This design comes from an exercise in tuning for small area and a short achievable clock period on the open sky130 flow, not from production work. Where RTL was checked, it was by simulation tests only, not by an equivalence proof against the original.

==> run Z <==
==> flow/design.v (excerpt) <==
module GCC(READY_, Xc, Yc, Xi, Yi, Wi, RESET_, CLK);
input CLK, RESET_;
input [7:0] Xi, Yi;
input [3:0] Wi;
output READY_;
output [7:0] Xc, Yc;
reg READY_, delay;
reg [7:0] Xc, Yc;
reg [7:0] x0, x1, x2, x3, x4, x5;
reg [7:0] y0, y1, y2, y3, y4, y5;
reg [3:0] w0, w1, w2, w3, w4, w5;
reg [2:0] num;
reg full;
reg [6:0] S;
reg [14:0] NX, NY;
reg [8:0] S3;        
wire [8:0] S3n;
wire [7:0] cx, cy;       
wire [5:0] e;            
wire [6:0] Sn;           
wire [14:0] NXn, NYn;    
wire [5:0] fe;
assign fe[0] = num == 3'd0;
assign fe[1] = num == 3'd1;
assign fe[2] = num == 3'd2;
assign fe[3] = num == 3'd3;
assign fe[4] = num == 3'd4;
assign fe[5] = num == 3'd5;
wire n0 = S[0] | S[1];
wire n1 = n0 | S[2];
wire n2 = n1 | S[3];
wire n3 = n2 | S[4];
wire n4 = n3 | S[5];
wire n5 = n4 | S[6];
wire n6 = NX[6] & ~S[0];
wire n7 = NX[7] & ~S[1];
wire n8 = NX[8] & ~S[2];
wire n9 = NX[9] & ~S[3];
wire n10 = NX[10] & ~S[4];
wire n11 = NX[11] & ~S[5];
wire n12 = NX[12] & ~S[6];
wire n13 = NX[6] ^ ~S[0];
wire n14 = NX[7] ^ ~S[1];
wire n15 = NX[8] ^ ~S[2];
wire n16 = NX[9] ^ ~S[3];
wire n17 = NX[10] ^ ~S[4];
wire n18 = NX[11] ^ ~S[5];
wire n19 = NX[12] ^ ~S[6];
wire n20 = n6 | n13;
wire n21 = n14 & n20;
wire n22 = n7 | n21;
wire n23 = n14 & n13;
wire n24 = n16 & n8;
wire n25 = n9 | n24;
wire n26 = n16 & n15;
wire n27 = n18 & n10;
wire n28 = n11 | n27;
wire n29 = n18 & n17;
wire n30 = ~NX[13] & n12;
wire n31 = NX[13] | n30;
wire n32 = ~NX[13] & n19;
wire n33 = n15 & n22;
wire n34 = n8 | n33;
wire n35 = n15 & n23;
wire n36 = n26 & n22;
wire n37 = n25 | n36;
wire n38 = n26 & n23;
wire n39 = n19 & n28;
wire n40 = n12 | n39;
wire n41 = n19 & n29;
wire n42 = n32 & n28;
wire n43 = n31 | n42;
wire n44 = n32 & n29;
wire n45 = n17 & n37;
wire n46 = n10 | n45;
wire n47 = n17 & n38;
wire n48 = n29 & n37;
wire n49 = n28 | n48;
wire n50 = n29 & n38;
wire n51 = n41 & n37;
wire n52 = n40 | n51;
wire n53 = n41 & n38;
wire n54 = n44 & n37;
wire n55 = n43 | n54;
wire n56 = n44 & n38;
wire n57 = ~NX[14] & n55;
wire n58 = NX[14] | n57;
wire n59 = ~NX[14] & n56;
wire n60 = n14 ^ n20;
wire n61 = n15 ^ n22;
wire n62 = n16 ^ n34;
wire n63 = n17 ^ n37;
wire n64 = n18 ^ n46;
  ...
==> flow/config.mk <==
export PLATFORM = sky130hd
export DESIGN_NAME = GCC
export DESIGN_NICKNAME = GCC
export VERILOG_FILES = /design/flow/design.v
export SDC_FILE = /design/flow/constraint.sdc
export NUM_CORES = 4
export LEC_CHECK = 0
export ABC_AREA = 1
export CAP_MARGIN = 60
export CORE_MARGIN = 2
export CORE_UTILIZATION = 40
export PLACE_DENSITY = 0.6
export SLEW_MARGIN = 50
export SYNTH_HIERARCHICAL = 1
==> flow/constraint.sdc <==
create_clock -name core_clock -period 52.0 [get_ports {CLK}]
set_input_delay 10.4000 -clock core_clock [delete_from_list [all_inputs] [get_ports {CLK}]]
set_output_delay 10.4000 -clock core_clock [all_outputs]
set_load 0.01 [all_outputs]
standard.sh (not shown) runs the stock make flow with config.mk's settings and CLKGATE_MAP_FILE= SYNTH_SCRIPT=/design/flow/synth_recipe.tcl, a recipe that flattens the netlist after the stock synthesis.
==> flow/flow/run.sh <==
#!/bin/bash
cd "$(dirname "$0")/.."
cp standard.sh standard_sh.copy.log
cp config.mk config_mk.copy.log
export SETUP_SLACK_MARGIN=33
bash standard.sh > standard.log 2>&1
rc=$?
exit $rc
==> run Y: changes against run Z <==
==> flow/flow/run.sh (replaced) <==
#!/bin/bash
cd "$(dirname "$0")/.."
cp standard.sh standard_sh.copy.log
cp config.mk config_mk.copy.log
export SETUP_SLACK_MARGIN=32
bash standard.sh > standard.log 2>&1
rc=$?
exit $rc
==> results.txt <==
Run Y produced a clean layout. Run Z ran to the end with no violations.
In run Z the first-iteration DRC count is smaller than in run Y, by 0.39%.
Routed wire length: run Z is higher than run Y (about 2%).
Final area: run Y is smaller than run Z (2.9%).

* * *

==> onyx <==
GCC, a different RTL version from the one above (not shown whole).
clock: 52.0 ns
lec_check: 0
abc_area: 1
cap_margin: 60
core_margin: 2
core_utilization: 40
place_density: 0.6
slew_margin: 50
synth_hierarchical: 1
==> flow/flow/run.sh <==
#!/bin/bash
cd "$(dirname "$0")/.."
cp standard.sh standard_sh.copy.log
cp config.mk config_mk.copy.log
export SETUP_SLACK_MARGIN=34
bash standard.sh > standard.log 2>&1
rc=$?
exit $rc
==> ember (differences from onyx) <==
==> flow/flow/run.sh (replaced) <==
#!/bin/bash
cd "$(dirname "$0")/.."
cp standard.sh standard_sh.copy.log
cp config.mk config_mk.copy.log
export SETUP_SLACK_MARGIN=33
bash standard.sh > standard.log 2>&1
rc=$?
exit $rc
Settings changed: CORE_UTILIZATION 40 to 55, PLACE_DENSITY 0.6 to 0.7.
==> amber (differences from onyx) <==
==> flow/flow/run.sh (replaced) <==
#!/bin/bash
cd "$(dirname "$0")/.."
rm -rf scripts_alt
cp -r "$FLOW_HOME/scripts" scripts_alt
printf 'strash\ndch\nmap -a -B 0.9\ntopo\nstime -c\nbuffer -c\nupsize -c\ndnsize -c\n' > scripts_alt/abc_area.script
export SCRIPTS_DIR="$PWD/scripts_alt"
export SETUP_SLACK_MARGIN=33
bash standard.sh > standard.log 2>&1
exit $?
==> comparison table <==
Run status: ember timing/DRC/antenna clean; amber timing/DRC/antenna clean; onyx timing/DRC/antenna clean
Max-Slew Margin vs Limit: ember 57.5%; amber 54.7%; onyx 59.2%
Actual slew at the worst max-slew pin: ember 0.634 ns; amber 0.677 ns; onyx 0.609 ns
Worst setup path end: ember NX[13]; amber NX[12]; onyx NX[13]
Part of the cycle the worst path needs: ember 34.9%; amber 36.5%; onyx 34.1%
Simple-gate share of the synthesized area: ember 19.5%; amber 11.9%; onyx 19.5%
Clk_skew: ember 0.0168 ns; amber 0.0251 ns; onyx 0.0156 ns
Count of standard-cell rows: ember 96; amber 109; onyx 112
Layout fillers: ember 5910; amber 7978; onyx 8797
Average wire length per cell after detail routing: ember 21.1 µm; amber 22.7 µm; onyx 20.9 µm
Post-route insts no fill: ember 5535; amber 5463; onyx 6163
Reg-to-Reg End: ember NX[13]; amber NX[12]; onyx NX[13]
Min Hold Slack: ember 0.357 ns; amber 0.361 ns; onyx 0.359 ns
Clock network area share: ember 1.46%; amber 1.38%; onyx 1.21%
Wire length of the first global-routing pass: ember 181000 µm; amber 185000 µm; onyx 189000 µm
Number of combinational gates with multiple inputs: ember 3564; amber 2994; onyx 3567
Proportion of netlist area held by the largest area contributor: ember 34.7%; amber 37.0%; onyx 34.7%
First DRT Iteration DRCs: ember 2989; amber 2723; onyx 3023
Share of layout cells above drive strength 1: ember 11.8%; amber 24.4%; onyx 23.4%
Clock transition at the register clock pins on the worst setup and hold paths after CTS: ember 0.07 ns; amber 0.09 ns; onyx 0.08 ns
Share of the synthesized area in compound gates (AO/OA/AOI/OAI): ember 10.5%; amber 14.0%; onyx 10.5%
Setup repair after global routing missed its margin: ember no; amber yes; onyx yes
Non-clock buffering overhead: ember 4.62%; amber 8.99%; onyx 9.07%

* * *

==> quartz: inputs <==
GCC, a different RTL version from the one above (not shown whole).
==> flow/config.mk <==
export PLATFORM = sky130hd
export DESIGN_NAME = GCC
export DESIGN_NICKNAME = GCC
export VERILOG_FILES = /design/flow/design.v
export SDC_FILE = /design/flow/constraint.sdc
export NUM_CORES = 4
export LEC_CHECK = 0
export ABC_AREA = 1
export CAP_MARGIN = 60
export CORE_MARGIN = 2
export CORE_UTILIZATION = 40
export PLACE_DENSITY = 0.6
export SLEW_MARGIN = 50
export SYNTH_HIERARCHICAL = 1
==> flow/constraint.sdc <==
create_clock -name core_clock -period 52.0 [get_ports {CLK}]
set_input_delay 10.4000 -clock core_clock [delete_from_list [all_inputs] [get_ports {CLK}]]
set_output_delay 10.4000 -clock core_clock [all_outputs]
set_load 0.01 [all_outputs]
==> flow/flow/run.sh <==
#!/bin/bash
cd "$(dirname "$0")/.."
cp standard.sh standard_sh.copy.log
cp config.mk config_mk.copy.log
export SETUP_SLACK_MARGIN=33
bash standard.sh > standard.log 2>&1
rc=$?
exit $rc
==> zinc: changes against quartz <==
--- a/flow/design.v
+++ b/flow/design.v
@@ -4662,32 +4662,32 @@
 assign NYn[11] = n5094;
 assign NYn[12] = n5095;
 assign NYn[13] = n5096;
 assign NYn[14] = n5097;
 always @(posedge CLK, negedge RESET_) begin
     if (!RESET_) begin
+        x0 <= 8'd0; x1 <= 8'd0; x2 <= 8'd0; x3 <= 8'd0; x4 <= 8'd0; x5 <= 8'd0;
+        y0 <= 8'd0; y1 <= 8'd0; y2 <= 8'd0; y3 <= 8'd0; y4 <= 8'd0; y5 <= 8'd0;
         w0 <= 4'd0; w1 <= 4'd0; w2 <= 4'd0; w3 <= 4'd0; w4 <= 4'd0; w5 <= 4'd0;
         S <= 7'd0; NX <= 15'd0; NY <= 15'd0; S3 <= 9'd0;
     end else begin
+        if (e[0]) begin x0 <= Xi; y0 <= Yi; end
+        if (e[1]) begin x1 <= Xi; y1 <= Yi; end
+        if (e[2]) begin x2 <= Xi; y2 <= Yi; end
+        if (e[3]) begin x3 <= Xi; y3 <= Yi; end
+        if (e[4]) begin x4 <= Xi; y4 <= Yi; end
+        if (e[5]) begin x5 <= Xi; y5 <= Yi; end
         if (e[0]) w0 <= Wi;
         if (e[1]) w1 <= Wi;
         if (e[2]) w2 <= Wi;
         if (e[3]) w3 <= Wi;
         if (e[4]) w4 <= Wi;
         if (e[5]) w5 <= Wi;
         S <= Sn; NX <= NXn; NY <= NYn; S3 <= S3n;
     end
 end
-always @(posedge CLK) begin
-        if (e[0]) begin x0 <= Xi; y0 <= Yi; end
-        if (e[1]) begin x1 <= Xi; y1 <= Yi; end
-        if (e[2]) begin x2 <= Xi; y2 <= Yi; end
-        if (e[3]) begin x3 <= Xi; y3 <= Yi; end
-        if (e[4]) begin x4 <= Xi; y4 <= Yi; end
-        if (e[5]) begin x5 <= Xi; y5 <= Yi; end
-end
 always @(posedge CLK, negedge RESET_) begin
     if (!RESET_) begin
         READY_ <= 1'b1;
         delay <= 1'b1;
         Xc <= 8'd0;
         Yc <= 8'd0;
==> flow/flow/run.sh (replaced) <==
#!/bin/bash
cd "$(dirname "$0")/.."
cp standard.sh standard_sh.copy.log
cp config.mk config_mk.copy.log
export SETUP_SLACK_MARGIN=33.5
bash standard.sh > standard.log 2>&1
rc=$?
exit $rc
==> flow/config.mk (replaced) <==
export PLATFORM = sky130hd
export DESIGN_NAME = GCC
export DESIGN_NICKNAME = GCC
export VERILOG_FILES = /design/flow/design.v
export SDC_FILE = /design/flow/constraint.sdc
export NUM_CORES = 4
export LEC_CHECK = 0
export ABC_AREA = 1
export CAP_MARGIN = 20
export CORE_MARGIN = 2
export CORE_UTILIZATION = 40
export PLACE_DENSITY = 0.6
export SLEW_MARGIN = 20
export SYNTH_HIERARCHICAL = 1
==> raven: changes against quartz <==
--- a/flow/design.v
+++ b/flow/design.v
@@ -4662,32 +4662,32 @@
 assign NYn[11] = n5094;
 assign NYn[12] = n5095;
 assign NYn[13] = n5096;
 assign NYn[14] = n5097;
 always @(posedge CLK, negedge RESET_) begin
     if (!RESET_) begin
+        x0 <= 8'd0; x1 <= 8'd0; x2 <= 8'd0; x3 <= 8'd0; x4 <= 8'd0; x5 <= 8'd0;
+        y0 <= 8'd0; y1 <= 8'd0; y2 <= 8'd0; y3 <= 8'd0; y4 <= 8'd0; y5 <= 8'd0;
         w0 <= 4'd0; w1 <= 4'd0; w2 <= 4'd0; w3 <= 4'd0; w4 <= 4'd0; w5 <= 4'd0;
         S <= 7'd0; NX <= 15'd0; NY <= 15'd0; S3 <= 9'd0;
     end else begin
+        if (e[0]) begin x0 <= Xi; y0 <= Yi; end
+        if (e[1]) begin x1 <= Xi; y1 <= Yi; end
+        if (e[2]) begin x2 <= Xi; y2 <= Yi; end
+        if (e[3]) begin x3 <= Xi; y3 <= Yi; end
+        if (e[4]) begin x4 <= Xi; y4 <= Yi; end
+        if (e[5]) begin x5 <= Xi; y5 <= Yi; end
         if (e[0]) w0 <= Wi;
         if (e[1]) w1 <= Wi;
         if (e[2]) w2 <= Wi;
         if (e[3]) w3 <= Wi;
         if (e[4]) w4 <= Wi;
         if (e[5]) w5 <= Wi;
         S <= Sn; NX <= NXn; NY <= NYn; S3 <= S3n;
     end
 end
-always @(posedge CLK) begin
-        if (e[0]) begin x0 <= Xi; y0 <= Yi; end
-        if (e[1]) begin x1 <= Xi; y1 <= Yi; end
-        if (e[2]) begin x2 <= Xi; y2 <= Yi; end
-        if (e[3]) begin x3 <= Xi; y3 <= Yi; end
-        if (e[4]) begin x4 <= Xi; y4 <= Yi; end
-        if (e[5]) begin x5 <= Xi; y5 <= Yi; end
-end
 always @(posedge CLK, negedge RESET_) begin
     if (!RESET_) begin
         READY_ <= 1'b1;
         delay <= 1'b1;
         Xc <= 8'd0;
         Yc <= 8'd0;
==> flow/flow/run.sh (replaced) <==
#!/bin/bash
cd "$(dirname "$0")/.."
rm -rf scripts_alt
cp -r "$FLOW_HOME/scripts" scripts_alt
printf 'strash\ndch\nmap -a -B 0.9\ntopo\nstime -c\nbuffer -c\nupsize -c\ndnsize -c\n' > scripts_alt/abc_area.script
export SCRIPTS_DIR="$PWD/scripts_alt"
export SETUP_SLACK_MARGIN=32
bash standard.sh > standard.log 2>&1
exit $?
==> summary.txt <==
Placed design
  – Dpl ws: roughly 32000 ps

Status
  – Status: finished clean

Global route
  – Met1 Use GR: 0.333

Detailed routing
  – Starting DRT DRC Count: 2618
-- figures above: zinc

==> summary.txt <==
Floorplan
  – Die area: around 95000 um2

Detailed routing
  – Starting DRT DRC Count: roughly 3000
  – Post-Route M1 WL: 51200 um

Synth
  – Most common flop cell mapped by yosys: edfxtp_1
  – Avg Inst Size Synth: roughly 8.6 um2

Placed design
  – Dpl ws: between 30000 and 40000 ps

Status
  – Status: finished clean
-- figures above: quartz

==> summary.txt <==
Synth
  – Synth Area in Compound Gates: 0.140

Detailed routing
  – Starting DRT DRC Count: 2902
  – Detail Route Antenna Nets: 0

Status
  – Status: finished clean

Global route
  – Met1 Use GR: 0.359

Timing
  – Final setup vio count: 0
-- figures above: raven

Function not checked in quartz: the RTL went through the layout flow alone.

* * *

==> run a: inputs <==
GCC with an RTL version that a note above also has.
clock: 52.0 ns
lec_check: 0
abc_area: 1
cap_margin: 20
core_margin: 2
core_utilization: 40
place_density: 0.6
slew_margin: 20
synth_hierarchical: 1
==> flow/flow/run.sh <==
#!/bin/bash
cd "$(dirname "$0")/.."
cp standard.sh standard_sh.copy.log
cp config.mk config_mk.copy.log
export SETUP_SLACK_MARGIN=33
bash standard.sh > standard.log 2>&1
rc=$?
exit $rc
==> inputs of run b, as changes to run a <==
CAP_MARGIN = 60   (was 20)
SLEW_MARGIN = 50   (was 20)
==> comparison <==
Against run a, the utilization of run b is lower by 0.14 points. Of run a and run b, run a has the higher cell area (gap about 0.3%, measured against run b). Non-clock buffer count: run a is lower than run b (5). In run a the global-route usage is higher than in run b, by 0.092 points. Run b produced a clean layout. Run a finished with timing, DRC and antenna clean. Die area is the same in run a and run b. In sequential share of layout area, run b and run a hardly differ.

[separate check: timing with driven ports]
Ports are ideal in the flow. The routed layouts listed here were re-timed in OpenROAD. Step 1: set_driving_cell puts a clkbuf_16 on CLK and a buf_2 on each other input, an assumption about the parent block. Step 2 adds t to the input delays and takes it off the output delays; t is the mean of the earliest and latest rising clock arrival at the registers after step 1. Input paths then give back, and output paths get back, about the clock's delay inside the block. Three values: ideal ports, drivers, drivers and shift; two values: the first two.
run | t, ns | setup WS [ns] | latest minus earliest clock arrival (ns) | worst register clock-pin slew, ns | cell pins on the clock port's net
run Z | 0.522 | 33.792 / 33.792 / 33.683 | 0.018 / 0.019 | 0.08 / 0.08 | 1
run Y | 0.521 | 33.058 / 33.058 / 33.058 | 0.020 / 0.020 | 0.09 / 0.09 | 1
onyx | 0.512 | 34.276 / 34.262 / 33.750 | 0.016 / 0.015 | 0.09 / 0.09 | 1
ember | 0.506 | 33.850 / 33.850 / 33.692 | 0.017 / 0.017 | 0.08 / 0.08 | 1
amber | 0.530 | 33.021 / 33.021 / 33.021 | 0.025 / 0.025 | 0.09 / 0.09 | 1
quartz | 0.522 | 33.865 / 33.865 / 33.834 | 0.023 / 0.024 | 0.09 / 0.09 | 1
zinc | 0.528 | 34.002 / 34.036 / 33.508 | 0.009 / 0.010 | 0.08 / 0.08 | 1
raven | 0.528 | 32.437 / 32.437 / 32.437 | 0.013 / 0.013 | 0.08 / 0.08 | 1
run a | 0.520 | 33.919 / 33.919 / 33.499 | 0.013 / 0.012 | 0.08 / 0.08 | 1
run b | 0.516 | 33.938 / 33.938 / 33.765 | 0.015 / 0.015 | 0.08 / 0.08 | 1
After both steps setup and hold are still met in every run listed. For onyx, which loses most, drivers alone change the setup slack by -0.014 ns; drivers and shift together by -0.526 ns.
